This is an optimization exercise on Yosys and OpenROAD, whose aim is small area, not a production implementation.
For this run, only the layout was checked, not whether the RTL still works.

### flow/config.mk
export PLATFORM = sky130hd
export DESIGN_NAME = Motor_Controller
export DESIGN_NICKNAME = Motor_Controller
export VERILOG_FILES = /design/flow/design.v
export SDC_FILE = /design/flow/constraint.sdc
export NUM_CORES = 4
export LEC_CHECK = 0
export CAP_MARGIN = 20
export CORE_MARGIN = 2
export CORE_UTILIZATION = 40
export SLEW_MARGIN = 20
### flow/constraint.sdc
create_clock -name core_clock -period 10.0 [get_ports {in_clk}]
set_input_delay 2.0000 -clock core_clock [delete_from_list [all_inputs] [get_ports {in_clk}]]
set_output_delay 2.0000 -clock core_clock [all_outputs]
set_load 0.01 [all_outputs]
### flow/design.v
`timescale 1ns / 1ps
module PWM_Generator
#(parameter 
      CLK_FREQUENCY = 8'd100,     
      PWM_PERIOD			 = 16'd20000      
)
(
    input in_rst,              
    input in_clk,				 
    input [15:0] pwm_thres,	 
    output reg pwm_out,			 
    output reg out_reg_period_start    
    );
localparam
      TIMER_1US_CONTER = CLK_FREQUENCY / 2 - 1,
      PWM_PERIOD_CONTER = PWM_PERIOD - 1;
reg [8 - 1 : 0]  timer_cnter;
reg                  timer_1us;
reg [15:0] count;   
always@(posedge in_clk) begin
   if(in_rst == 1) begin
      timer_cnter <= 0;
      timer_1us <= 0;
      out_reg_period_start <= 0;
      count <= 0;
   end
   else begin
      if(timer_cnter >= TIMER_1US_CONTER) begin
         timer_1us <= ~timer_1us;
         timer_cnter <= 0;
         if(timer_1us == 0) begin
            if(count >= PWM_PERIOD_CONTER) begin
               count <= 0;
            end
            else begin
               count <= count + 1;
            end
         end
      end
      else begin
         timer_cnter <= timer_cnter + 1;
         if((count == 0) && (timer_cnter == 0) && (timer_1us == 1)) begin
            out_reg_period_start <= 1;
         end
         else begin
            out_reg_period_start <= 0;
         end
      end
   end
end
always@(*) begin
	if(count < pwm_thres)  
		pwm_out <=1;
	else
		pwm_out <=0;
end
endmodule
`timescale 1ns / 1ps
module encoder
   #(
   DUAL_CH_EN = 1'b1
   )
   (
	clk,
	rst_n,
	clr,	 
	phA,
	phB,
	dir,
	cnter,  
	upOf,
   downOf
	);
   localparam
      State0 = 2'b00,
      State1 = 2'b01,
      State2 = 2'b11,
      State3 = 2'b10;
	input clk, rst_n, clr;   
	input phA, phB;	 
	output reg dir;			 
	output  reg [15:0] cnter;			 
	reg [1:0] phADelayed, phBDelayed;	 
	output upOf;
   output downOf;
   reg [1 : 0] state;
	wire cntEn;	
	always@(posedge clk)
		begin
		phADelayed <= {phADelayed[0], phA}; 
		phBDelayed <= {phBDelayed[0], phB}; 
		end
	assign cntEn = (phADelayed[1] ^ phADelayed[0] ^
	                phBDelayed[1] ^ phBDelayed[0]);
   always@(posedge clk or negedge rst_n) begin
		if(~rst_n)
			cnter <= 16'h00000;
      else begin
         case({clr,cntEn})
            2'b00: begin
               cnter <= 0;
            end
            2'b01: begin
               if(dir == 0) begin
                  cnter <= 1;
               end
               else begin
                  cnter <= 16'hFFFF;
               end
            end
            2'b10: begin
               cnter <= cnter;
            end
            2'b11: begin
               if(dir == 0) begin
                  if(upOf == 1)
                     cnter <= cnter;
                  else
                     cnter <= cnter + 1;
               end
               else begin
                  if(downOf == 1)            
                     cnter <= cnter;            
                  else            
                     cnter <= cnter - 1;            
               end
            end
         endcase
      end
   end
   assign upOf = (cnter == 16'h7fff) ? 1 : 0;
   assign downOf = (cnter == 16'h8001) ? 1 : 0;
   always@(posedge clk or negedge rst_n) begin
      if(rst_n == 0) begin
         state <= State0;
         dir <= 0;
      end
      else if(rst_n == 1)begin
         if(1 == DUAL_CH_EN) begin
            case(state)
               State0: begin
                  if((phA == 1) && (phB == 0)) begin
                     state <= State1;
                     dir   <= 1;
                  end
                  else if((phA == 0) && (phB == 1)) begin
                     state <= State3;
                     dir   <= 0;
                  end
                  else begin
                     state <= state;
                     dir   <= dir;
                  end
               end
               State1: begin
                  if((phA == 1) && (phB == 1)) begin
                     state <= State2;
                     dir   <= 1;
                  end
                  else if((phA == 0) && (phB == 0)) begin
                     state <= State0;
                     dir   <= 0;
                  end
                  else begin
                     state <= state;
                     dir   <= dir;
                  end
               end
               State2: begin
                  if((phA == 0) && (phB == 1)) begin
                     state <= State3;
                     dir   <= 1;
                  end
                  else if((phA == 1) && (phB == 0)) begin
                     state <= State1;
                     dir   <= 0;
                  end
                  else begin
                     state <= state;
                     dir   <= dir;
                  end
               end
               State3: begin
                  if((phA == 0) && (phB == 0)) begin
                     state <= State0;
                     dir   <= 1;
                  end
                  else if((phA == 1) && (phB == 1)) begin
                     state <= State2;
                     dir   <= 0;
                  end
                  else begin
                     state <= state;
                     dir   <= dir;
                  end
               end
            endcase
         end
         else begin
            dir <= dir;
         end
      end
      else begin
         state <= state;
         dir <= dir;
      end
   end
endmodule
`timescale 1 ns / 1 ps 
(* CORE_GENERATION_INFO="pid_ctrl,hls_ip_2014_2,{HLS_INPUT_TYPE=c,HLS_INPUT_FLOAT=0,HLS_INPUT_FIXED=0,HLS_INPUT_PART=xc7z020clg484-1,HLS_INPUT_CLOCK=10.000000,HLS_INPUT_ARCH=others,HLS_SYN_CLOCK=8.354000,HLS_SYN_LAT=3,HLS_SYN_TPT=none,HLS_SYN_MEM=0,HLS_SYN_DSP=0,HLS_SYN_FF=0,HLS_SYN_LUT=0}" *)
module pid_ctrl (
        ap_clk,
        ap_rst,
        ap_start,
        ap_done,
        ap_idle,
        ap_ready,
        io_port_err_in,
        io_port_kp_parameter,
        io_port_ki_parameter,
        io_port_out_max,
        io_port_out_min,
        io_port_ui_limit,
        io_port_set_ui_temp_en,
        io_port_set_ui_temp,
        io_port_out,
        io_port_out_ap_vld,
        io_port_out_sign,
        io_port_out_sign_ap_vld,
        io_port_usign_out,
        io_port_usign_out_ap_vld
);
parameter    ap_const_logic_1 = 1'b1;
parameter    ap_const_logic_0 = 1'b0;
parameter    ap_ST_st1_fsm_0 = 2'b00;
parameter    ap_ST_st2_fsm_1 = 2'b1;
parameter    ap_ST_st3_fsm_2 = 2'b10;
parameter    ap_ST_st4_fsm_3 = 2'b11;
parameter    ap_const_lv32_0 = 32'b00000000000000000000000000000000;
parameter    ap_const_lv8_1 = 8'b1;
parameter    ap_const_lv32_8 = 32'b1000;
parameter    ap_const_lv32_1F = 32'b11111;
parameter    ap_const_lv32_17 = 32'b10111;
parameter    ap_const_lv1_1 = 1'b1;
parameter    ap_const_lv32_F = 32'b1111;
parameter    ap_const_lv16_0 = 16'b0000000000000000;
parameter    ap_true = 1'b1;
input   ap_clk;
input   ap_rst;
input   ap_start;
output   ap_done;
output   ap_idle;
output   ap_ready;
input  [15:0] io_port_err_in;
input  [15:0] io_port_kp_parameter;
input  [15:0] io_port_ki_parameter;
input  [15:0] io_port_out_max;
input  [15:0] io_port_out_min;
input  [31:0] io_port_ui_limit;
input  [7:0] io_port_set_ui_temp_en;
input  [31:0] io_port_set_ui_temp;
output  [15:0] io_port_out;
output   io_port_out_ap_vld;
output  [7:0] io_port_out_sign;
output   io_port_out_sign_ap_vld;
output  [15:0] io_port_usign_out;
output   io_port_usign_out_ap_vld;
reg ap_done;
reg ap_idle;
reg ap_ready;
reg io_port_out_ap_vld;
reg io_port_out_sign_ap_vld;
reg io_port_usign_out_ap_vld;
reg   [1:0] ap_CS_fsm;
reg   [31:0] ui_temp;
wire   [31:0] tmp_1_fu_150_p1;
reg   [31:0] tmp_1_reg_396;
wire   [31:0] tmp_6_fu_164_p2;
reg   [31:0] tmp_6_reg_401;
reg   [23:0] tmp_8_reg_410;
reg   [15:0] out_2_reg_416;
wire   [31:0] ui_temp_new_fu_222_p3;
reg   [31:0] ui_temp_new_reg_421;
reg   [15:0] tmp_11_reg_427;
wire   [0:0] sel_tmp7_fu_319_p2;
reg   [0:0] sel_tmp7_reg_437;
wire   [15:0] out_5_fu_340_p3;
reg   [15:0] out_5_reg_442;
wire   [31:0] ui_temp_new_1_fu_325_p3;
wire   [15:0] out_6_fu_354_p3;
wire   [0:0] tmp_fu_132_p2;
wire   [15:0] tmp_5_fu_158_p0;
wire   [15:0] tmp_5_fu_158_p1;
wire   [31:0] ui_temp_loc_fu_142_p3;
wire   [31:0] tmp_5_fu_158_p2;
wire   [15:0] up_temp_fu_174_p0;
wire   [15:0] up_temp_fu_174_p1;
wire   [31:0] up_temp_fu_174_p2;
wire   [31:0] tmp_s_fu_204_p2;
wire   [0:0] tmp_10_fu_210_p2;
wire   [0:0] tmp_7_fu_199_p2;
wire   [31:0] tmp_10_tmp_6_fu_215_p3;
wire   [23:0] tmp_9_fu_244_p1;
wire   [23:0] tmp_3_fu_253_p1;
wire   [15:0] out_3_fu_258_p2;
wire   [0:0] tmp_13_fu_268_p2;
wire   [0:0] tmp_9_fu_244_p2;
wire   [0:0] tmp_3_fu_253_p2;
wire   [0:0] sel_tmp1_fu_288_p2;
wire   [0:0] sel_tmp2_fu_294_p2;
wire   [31:0] sel_tmp_fu_282_p3;
wire   [0:0] sel_tmp6_demorgan_fu_307_p2;
wire   [0:0] tmp_12_fu_262_p2;
wire   [0:0] sel_tmp6_fu_313_p2;
wire   [31:0] sel_tmp3_fu_300_p3;
wire   [15:0] out_5_out_3_fu_274_p3;
wire   [15:0] out_4_fu_332_p3;
wire   [0:0] tmp_14_fu_360_p3;
wire   [15:0] tmp_15_fu_368_p2;
wire   [0:0] tmp_16_fu_383_p3;
reg   [1:0] ap_NS_fsm;
always @ (posedge ap_clk)
begin : ap_ret_ap_CS_fsm
    if (ap_rst == 1'b1) begin
        ap_CS_fsm <= ap_ST_st1_fsm_0;
    end else begin
        ap_CS_fsm <= ap_NS_fsm;
    end
end
always @(posedge ap_clk)
begin
    if ((ap_ST_st2_fsm_1 == ap_CS_fsm)) begin
        out_2_reg_416 <= {{up_temp_fu_174_p2[ap_const_lv32_17 : ap_const_lv32_8]}};
        tmp_11_reg_427 <= {{ui_temp_new_fu_222_p3[ap_const_lv32_17 : ap_const_lv32_8]}};
        tmp_8_reg_410 <= {{up_temp_fu_174_p2[ap_const_lv32_1F : ap_const_lv32_8]}};
        ui_temp_new_reg_421 <= ui_temp_new_fu_222_p3;
    end
end
always @(posedge ap_clk)
begin
    if ((ap_ST_st3_fsm_2 == ap_CS_fsm)) begin
        out_5_reg_442 <= out_5_fu_340_p3;
        sel_tmp7_reg_437 <= sel_tmp7_fu_319_p2;
    end
end
always @(posedge ap_clk)
begin
    if (ap_rst == 1'b1) begin
        ui_temp <= ap_const_lv32_0;
    end else if ((ap_ST_st3_fsm_2 == ap_CS_fsm)) begin
        ui_temp <= ui_temp_new_1_fu_325_p3;
    end
end
always @(posedge ap_clk)
begin
    if (((ap_ST_st1_fsm_0 == ap_CS_fsm) & ~(ap_start == ap_const_logic_0))) begin
        tmp_1_reg_396 <= tmp_1_fu_150_p1;
        tmp_6_reg_401 <= tmp_6_fu_164_p2;
    end
end
always @ (ap_CS_fsm)
begin
    if ((ap_ST_st4_fsm_3 == ap_CS_fsm)) begin
        ap_done = ap_const_logic_1;
    end else begin
        ap_done = ap_const_logic_0;
    end
end
always @ (ap_start or ap_CS_fsm)
begin
    if ((~(ap_const_logic_1 == ap_start) & (ap_ST_st1_fsm_0 == ap_CS_fsm))) begin
        ap_idle = ap_const_logic_1;
    end else begin
        ap_idle = ap_const_logic_0;
    end
end
always @ (ap_CS_fsm)
begin
    if ((ap_ST_st4_fsm_3 == ap_CS_fsm)) begin
        ap_ready = ap_const_logic_1;
    end else begin
        ap_ready = ap_const_logic_0;
    end
end
always @ (ap_CS_fsm)
begin
    if ((ap_ST_st4_fsm_3 == ap_CS_fsm)) begin
        io_port_out_ap_vld = ap_const_logic_1;
    end else begin
        io_port_out_ap_vld = ap_const_logic_0;
    end
end
always @ (ap_CS_fsm)
begin
    if ((ap_ST_st4_fsm_3 == ap_CS_fsm)) begin
        io_port_out_sign_ap_vld = ap_const_logic_1;
    end else begin
        io_port_out_sign_ap_vld = ap_const_logic_0;
    end
end
always @ (ap_CS_fsm)
begin
    if ((ap_ST_st4_fsm_3 == ap_CS_fsm)) begin
        io_port_usign_out_ap_vld = ap_const_logic_1;
    end else begin
        io_port_usign_out_ap_vld = ap_const_logic_0;
    end
end
always @ (ap_start or ap_CS_fsm)
begin
    case (ap_CS_fsm)
        ap_ST_st1_fsm_0 : 
        begin
            if (~(ap_start == ap_const_logic_0)) begin
                ap_NS_fsm = ap_ST_st2_fsm_1;
            end else begin
                ap_NS_fsm = ap_ST_st1_fsm_0;
            end
        end
        ap_ST_st2_fsm_1 : 
        begin
            ap_NS_fsm = ap_ST_st3_fsm_2;
        end
        ap_ST_st3_fsm_2 : 
        begin
            ap_NS_fsm = ap_ST_st4_fsm_3;
        end
        ap_ST_st4_fsm_3 : 
        begin
            ap_NS_fsm = ap_ST_st1_fsm_0;
        end
        default : 
        begin
            ap_NS_fsm = 'bx;
        end
    endcase
end
assign io_port_out = out_6_fu_354_p3;
assign io_port_out_sign = $unsigned(tmp_16_fu_383_p3);
assign io_port_usign_out = ((tmp_14_fu_360_p3)? tmp_15_fu_368_p2: out_6_fu_354_p3);
assign out_3_fu_258_p2 = (tmp_11_reg_427 + out_2_reg_416);
assign out_4_fu_332_p3 = ((tmp_9_fu_244_p2)? io_port_out_max: out_5_out_3_fu_274_p3);
assign out_5_fu_340_p3 = ((sel_tmp2_fu_294_p2)? io_port_out_min: out_4_fu_332_p3);
assign out_5_out_3_fu_274_p3 = ((tmp_13_fu_268_p2)? io_port_out_min: out_3_fu_258_p2);
assign out_6_fu_354_p3 = ((sel_tmp7_reg_437)? io_port_out_max: out_5_reg_442);
assign sel_tmp1_fu_288_p2 = (tmp_9_fu_244_p2 ^ ap_const_lv1_1);
assign sel_tmp2_fu_294_p2 = (tmp_3_fu_253_p2 & sel_tmp1_fu_288_p2);
assign sel_tmp3_fu_300_p3 = ((sel_tmp2_fu_294_p2)? tmp_6_reg_401: sel_tmp_fu_282_p3);
assign sel_tmp6_demorgan_fu_307_p2 = (tmp_9_fu_244_p2 | tmp_3_fu_253_p2);
assign sel_tmp6_fu_313_p2 = (sel_tmp6_demorgan_fu_307_p2 ^ ap_const_lv1_1);
assign sel_tmp7_fu_319_p2 = (tmp_12_fu_262_p2 & sel_tmp6_fu_313_p2);
assign sel_tmp_fu_282_p3 = ((tmp_9_fu_244_p2)? tmp_6_reg_401: ui_temp_new_reg_421);
assign tmp_10_fu_210_p2 = ($signed(tmp_6_reg_401) < $signed(tmp_s_fu_204_p2)? 1'b1: 1'b0);
assign tmp_10_tmp_6_fu_215_p3 = ((tmp_10_fu_210_p2)? tmp_s_fu_204_p2: tmp_6_reg_401);
assign tmp_12_fu_262_p2 = ($signed(out_3_fu_258_p2) > $signed(io_port_out_max)? 1'b1: 1'b0);
assign tmp_13_fu_268_p2 = ($signed(out_3_fu_258_p2) < $signed(io_port_out_min)? 1'b1: 1'b0);
assign tmp_14_fu_360_p3 = out_6_fu_354_p3[ap_const_lv32_F];
assign tmp_15_fu_368_p2 = (ap_const_lv16_0 - out_6_fu_354_p3);
assign tmp_16_fu_383_p3 = out_6_fu_354_p3[ap_const_lv32_F];
assign tmp_1_fu_150_p1 = $signed(io_port_err_in);
assign tmp_3_fu_253_p1 = $signed(io_port_out_min);
assign tmp_3_fu_253_p2 = ($signed(tmp_8_reg_410) < $signed(tmp_3_fu_253_p1)? 1'b1: 1'b0);
assign tmp_5_fu_158_p0 = io_port_ki_parameter;
assign tmp_5_fu_158_p1 = io_port_err_in;
assign tmp_5_fu_158_p2 = ($signed(tmp_5_fu_158_p0) * $signed(tmp_5_fu_158_p1));
assign tmp_6_fu_164_p2 = (ui_temp_loc_fu_142_p3 + tmp_5_fu_158_p2);
assign tmp_7_fu_199_p2 = ($signed(tmp_6_reg_401) > $signed(io_port_ui_limit)? 1'b1: 1'b0);
assign tmp_9_fu_244_p1 = $signed(io_port_out_max);
assign tmp_9_fu_244_p2 = ($signed(tmp_8_reg_410) > $signed(tmp_9_fu_244_p1)? 1'b1: 1'b0);
assign tmp_fu_132_p2 = (io_port_set_ui_temp_en == ap_const_lv8_1? 1'b1: 1'b0);
assign tmp_s_fu_204_p2 = (ap_const_lv32_0 - io_port_ui_limit);
assign ui_temp_loc_fu_142_p3 = ((tmp_fu_132_p2)? io_port_set_ui_temp: ui_temp);
assign ui_temp_new_1_fu_325_p3 = ((sel_tmp7_fu_319_p2)? ui_temp_new_reg_421: sel_tmp3_fu_300_p3);
assign ui_temp_new_fu_222_p3 = ((tmp_7_fu_199_p2)? io_port_ui_limit: tmp_10_tmp_6_fu_215_p3);
assign up_temp_fu_174_p0 = io_port_kp_parameter;
assign up_temp_fu_174_p1 = tmp_1_reg_396;
assign up_temp_fu_174_p2 = ($signed(up_temp_fu_174_p0) * $signed(up_temp_fu_174_p1));
endmodule  
`timescale 1ns / 1ps
module Motor_Controller
#(
parameter
      CLK_FREQUENCY = 8'd4,            
      PWM_PERIOD			 = 16'd2016,       
		SPEED_CTRL_PERIOD = 16'd2,     
localparam
		WIDTH = 8'd16,
	   INT_WIDTH = 8'd32
)
(
    input in_rst_n,          
    input in_clk,				 
	 input in_module_en,  
	 input in_fwd_dir,   
	 input in_PID_passby,
	 input in_phA,          
	 input in_phB,          
	 input [WIDTH - 1 : 0] in_speed_set,
	 output reg [WIDTH - 1 : 0] out_cur_speed,
	 input [WIDTH - 1 : 0] in_kp_param,
	 input [WIDTH - 1 : 0] in_ki_param,
	 input [WIDTH - 1 : 0] in_pid_out_max,
	 input [WIDTH - 1 : 0] in_pid_out_min,
	 input [31 : 0] in_pid_ui_limit,
	 output reg out_reg_PWMdir,
	 output out_w_PWM     
    );
localparam
    STATE0 = 2'd0,
    STATE1 = 2'd1,
    STATE2 = 2'd2,
    STATE3 = 2'd3
	 ;
reg [1 : 0] reg_calc_state;
reg reg_encoder_clr_n;
reg reg_pid_start;
wire w_pid_done;
reg [WIDTH - 1 : 0] reg_err;
wire [WIDTH - 1 : 0] w_pid_out;
wire [7 : 0] w_pid_out_sign;
reg [WIDTH - 1 : 0] reg_pwm_thres;
wire w_pwm_period_start;
wire [WIDTH - 1 : 0] w_encoder_cnter;
reg reg_speed_period_end;
reg [15 : 0] reg_speed_ctrl_period_cnter;
wire dir;
wire upOf;
wire downOf;
always@(posedge in_clk) begin
    if(in_rst_n == 0) begin
	     reg_calc_state         <= STATE0;
		  reg_encoder_clr_n  <= 0;
		  reg_pid_start <= 0;
		  out_reg_PWMdir <= 0;
		  out_cur_speed <= 0;
		  reg_pwm_thres <= 0;
	 end
	 else begin
	     case(reg_calc_state)
		      STATE0: begin
				    if(in_module_en == 1) begin
					     reg_calc_state  <= STATE1;
						  reg_encoder_clr_n <= 1;
				    end
					 else begin
					     reg_pwm_thres <= 0;
					 end
				end
				STATE1: begin
				    reg_calc_state  <= STATE2;
				    reg_encoder_clr_n <= 0;
					 out_cur_speed <= w_encoder_cnter;
					 reg_err <= in_speed_set - ((in_PID_passby == 0) ? w_encoder_cnter : 16'd0);
					 reg_pid_start <= 1;
				end
				STATE2: begin
				    reg_encoder_clr_n <= 1;
					 if(w_pid_done == 1) begin
				        reg_calc_state  <= STATE3;
						  reg_pid_start <= 0;
						  if(in_fwd_dir == 1) begin
						      out_reg_PWMdir <= w_pid_out_sign[0];
						  end
						  else begin
						      out_reg_PWMdir <= ~w_pid_out_sign[0];
						  end
						  reg_pwm_thres <= ((in_PID_passby == 0) ? {w_pid_out[10 : 0], 5'd0} : w_pid_out[15 : 0]);
					 end 
				end
				STATE3: begin
				    if(reg_speed_period_end == 1) begin
				        reg_calc_state  <= STATE0;
					 end
				end
		  endcase
	 end
end
always@(posedge in_clk) begin
    if(in_rst_n == 0) begin
		  reg_speed_ctrl_period_cnter <= 1;
    end
	 else begin
	     if(w_pwm_period_start == 1) begin
		      if( reg_speed_ctrl_period_cnter >= SPEED_CTRL_PERIOD) begin
					 reg_speed_ctrl_period_cnter <= 1;
				end
		      else begin
				    reg_speed_ctrl_period_cnter <= reg_speed_ctrl_period_cnter + 1;
			    end
		  end
	 end
end
always@(posedge in_clk) begin
    if(in_rst_n == 0) begin
	     reg_speed_period_end <= 0;
    end
	 else begin
	     if((w_pwm_period_start == 1)  && ( reg_speed_ctrl_period_cnter >= SPEED_CTRL_PERIOD)) begin
		      reg_speed_period_end <= 1;
		  end
		  else begin
		      reg_speed_period_end <= 0;
		  end
	 end
end
PWM_Generator
#(
    .CLK_FREQUENCY   (CLK_FREQUENCY),
    .PWM_PERIOD           (PWM_PERIOD)
)
 PWM_Generator_inst0
 (
    .in_rst			                     (~ in_rst_n), 
    .in_clk			                  (in_clk), 
    .pwm_thres		               (reg_pwm_thres), 
    .pwm_out			               (out_w_PWM), 
    .out_reg_period_start    (w_pwm_period_start)
    );
encoder
#(
    .DUAL_CH_EN(1'b1)
) encoder_inst0 (
    .clk       (in_clk), 
    .rst_n    (in_rst_n), 
    .clr        (reg_encoder_clr_n), 
    .phA     (in_phA), 
    .phB     (in_phB), 
    .dir       (dir), 
    .cnter   (w_encoder_cnter), 
    .upOf   (upOf), 
    .downOf(downOf)
    );
pid_ctrl pid_ctrl_inst0 (
    .ap_clk		(in_clk), 
    .ap_rst		(~in_rst_n), 
    .ap_start   (reg_pid_start), 
    .ap_done  (w_pid_done), 
    .ap_idle    (), 
    .ap_ready (), 
    .io_port_err_in                        (reg_err), 
    .io_port_kp_parameter           ((in_PID_passby == 0) ? in_kp_param : 16'd256), 
    .io_port_ki_parameter            ((in_PID_passby == 0) ? in_ki_param : 16'd0), 
    .io_port_out_max                   ((in_PID_passby == 0) ? in_pid_out_max : PWM_PERIOD), 
    .io_port_out_min                    ((in_PID_passby == 0) ? in_pid_out_min : (0 - PWM_PERIOD)), 
    .io_port_ui_limit                     ((in_PID_passby == 0) ? in_pid_ui_limit : 16'd0), 
    .io_port_set_ui_temp_en        (8'd0), 
    .io_port_set_ui_temp              (32'd0), 
    .io_port_out                                (), 
    .io_port_out_ap_vld(), 
    .io_port_out_sign                         (w_pid_out_sign),     
    .io_port_out_sign_ap_vld(), 
    .io_port_usign_out                     (w_pid_out), 
    .io_port_usign_out_ap_vld()
    );
endmodule
### flow/run.sh
#!/bin/bash
# synth_recipe.tcl (not shown) runs the flow's synth.tcl, then flattens the netlist and writes it again
# the make line also repeats each setting of config.mk as NAME=value (left out here)
make -C /OpenROAD-flow-scripts/flow DESIGN_CONFIG=/design/flow/config.mk WORK_HOME=/design/flow/orfs CLKGATE_MAP_FILE= SYNTH_SCRIPT=/design/flow/synth_recipe.tcl finish
==> flow_summary.yaml <==
synth:
  ys.flop_type: "edfxtp_1"
  synth_top_area_cell: "fa_1"
  synth_top_cells_by_area: "fa_1 (29%), ha_1 (13%), edfxtp_1 (11%), inv_1 (6.8%), dfxtp_1 (6.1%)"
  async_flop_share: 0.0693
  ys_types: 84
  syn_area_per_cell_um2: 9.28
  synthesis.area_mm2: 0.0386
  synthCells: 4162
  ys_seq_elements: 274
  synth_edf_count: 137
  synth_seq_area_share: 0.180
  synth_top_area_frac: 0.289
  yosys_warnings: 5
route:
  viasPerCell: 5.14
  detail-route-antenna-nets: 0
  drc_errors: 0
  vias: 28502
  routedWlPerCell_um: 18.0
  drtIter0Drc: 1734
  drt_wl_total_um: 99700
  dr.pass1.iters: 5
timing:
  max_slew_margin: 0.227
  max_freq_mhz: 117
  slew_viol_final: 0
  fin_setup_tns_ps: 0
  hold_viol_final: 0
  min_period_ps: 8560
  period_share: 0.856
  rsz0062_at_grt: "false"
  fin_skew_ps: 32.1
  setup_viol: 0
  worst_pin_slew_ps: 1160
worst_setup_path:
  cp.required_ps: 10340
  cp_max_fo: 12
  arrival_ps: 8900
  startpoint: "in_ki_param[15]"
  critical_path_class: "primary input to flip-flop"
  crit_path_end_kind: "flip-flop"
  worstReg2RegStart: "reg_err[1]"
  critPathLaunchType: "primary input"
finish:
  regArea_mm2: 0.00695
  final_cell_mix: "inv_1 (695), fa_1 (557), nand2_1 (396)"
  layout_commonest_cell: "inv_1"
  antennaDiodeCount: 0
  drive_above_1_share: 0.0353
  stdcell_count: 5540
  area_growth_pct: 10.4
  fillers: 9299
  layout.nets: 5321
  multi_input_area_mm2: 0.0285
hold_path:
  worstHoldStart: "encoder_inst0.phADelayed[0]"
  hold_path_class: "flip-flop to flip-flop"
placement:
  io_buffers: 136
  finalWeightedCongestion: 0.894
  dp_hpwl_um: 80800
  dp.cells: 5476
floorplan:
  io_pins: 137
  core_area_mm2: 0.0953
  die_h_um: 315
  placementRows: 113
  initial_utilization: 0.405
  die_w_um: 315
  die_area_mm2: 0.0991
grt:
  overflow: 0
  first_global_vias: 29070
  antenna_found_initial: 6
  grt_usage: 0.205
  grt_first_pass_wirelength_um: 160000
  grt_max_degree: 82
clocking:
  cts_sinks: 274
  insertion_delay_ps: 580
  postCtsSetupBuffers: 0
  cts_made_buffers: 34
  clockBufferDepth: 3
  ctsHoldBuffers: 0
  cts_root_buffer: "clkbuf_16"
  cts_tree: "yes"
  cts_resized: 0
  cts_max_level: 2
  path_clk_slew_ps: 50
status:
  status: "timing/DRC/antenna clean"
flow_run:
  maxCapViolCount: 0
==> critical path: stages <==
cell and delay, ps:
clkdlybuf4s50_1 470, nor2b_1 450, buf_4 270, nand2_1 140
fa_1 640, fa_1 460, inv_1 280, fa_1 500
fa_1 500, fa_1 500, inv_1 50, fa_1 480
inv_1 50, ha_1 380, nand2_1 80, nor3_1 150
nand3_1 100, a211oi_1 310, nor4_1 90, nor3_1 380
and2_1 200, o21ai_0 80, a221oi_1 330
==> final timing paths <==
kind                                                     to  slack [ps]  cells after the start
setup reg to reg           pid_ctrl_inst0.tmp_6_reg_401[29]        2770                     22
setup / recovery           pid_ctrl_inst0.tmp_6_reg_401[29]        1440                     23
hold reg to reg                 encoder_inst0.phADelayed[1]         360                      0
max in group asynchronous                 encoder_inst0.dir        8120                      1
min in group asynchronous           encoder_inst0.cnter[10]        1430                      1
hold / removal                  encoder_inst0.phADelayed[1]         360                      0
==> per-stage QoR <==
step | area, um^2 | setup WS [ps] | hold slack [ps] | util
CTS | 42600 | 1430 | 363 | 0.447
global placement | 41400 | 903 | 354 | 0.435
finish | 42600 | 1440 | 361 | 0.447
global route | 42600 | 919 | 367 | 0.447
floorplan | 38700 | 1120 | 349 | -
detailed placement | 41400 | 802 | 355 | 0.435
==> sequential cells by signal, indices dropped and copies added, names as in the netlist, 9 cells and up <==
| register | flops |
|---|---|
| pid_ctrl_inst0.out_5_reg_442 | 16 |
| pid_ctrl_inst0.tmp_8_reg_410 | 9 |
| encoder_inst0.cnter | 16 |
| pid_ctrl_inst0.ui_temp_new_reg_421 | 32 |
| PWM_Generator_inst0.count | 16 |
| pid_ctrl_inst0.tmp_1_reg_396 | 16 |
| pid_ctrl_inst0.ui_temp | 32 |
| out_cur_speed | 16 |
| reg_err | 16 |
| pid_ctrl_inst0.tmp_6_reg_401 | 32 |
| reg_speed_ctrl_period_cnter | 16 |
| pid_ctrl_inst0.out_2_reg_416 | 15 |
| reg_pwm_thres | 16 |
==> synth_stat cells (25+ instances only) <==
library cell,number
o21a_1,36
nor2b_1,97
inv_1,696
dfxtp_1,118
nand2_1,397
xor2_1,46
a211oi_1,25
fa_1,557
nor2_1,203
nand4_1,31
nand3_1,67
o21ai_0,144
nand2b_1,27
and2_1,273
edfxtp_1,137
mux2i_1,84
nor3_1,41
a21o_1,58
ha_1,395
a21oi_1,180
xnor2_1,118
clkbuf_1,121
==> cells by family (layout without fill, tap and decap cells) <==
family / count (synthesis) / after routing / synth area share
compound gates: 608 / 608 / 0.101
mux: 89 / 89 / 0.0232
other cells: 1 / 5 / 0.0000971
flops: 274 / 274 / 0.180
fa+ha+maj: 952 / 952 / 0.417
simple gates: 1233 / 1233 / 0.159
xor+xnor: 164 / 164 / 0.0372
buf+inv: 841 / 950 / 0.0830
==> cell type report <==
type                            count  share of cell area
Clock inverter                     14             0.00387
Sequential cell                   274               0.163
Timing Repair Buffer              193              0.0424
Clock buffer                       47              0.0235
Tap cell                         1265              0.0371
Inverter                          696              0.0613
Multi-Input combinational cell   3051               0.669
==> layer usage <==
metal  routed length [um]  global-route usage  vias up  part of all wire
li1                     -                   -    13665                 -
met1                46000               0.289    14047              0.46
met3                 6090              0.0361      121             0.061
met2                45100               0.326      665              0.45
met5                   25                   0        -           0.00025
met4                 2510              0.0532        4             0.025

afterwards: timing with drivers on the ports:
The flow's constraints put no driver on any port. The routed layout listed below was extracted and timed again, unchanged, in two steps. Step 1 assumes that a clkbuf_16 drives the clock port and a buf_2 every other input. Step 2, shift: input delay + t, output delay - t, t = (earliest + latest rising clock arrival at the registers) / 2. This alone moves slack from input paths to output paths. a / b / c = ideal / step 1 / step 2; a / b = the first two.
t (ns): 0.626
setup slack, ns: 1.444 / 1.477 / 0.851
pins driven straight from the clock port: 1
After both steps this run still meets setup and hold. The setup slack of this run moves by +0.033 ns with the drivers and by -0.593 ns with both steps.
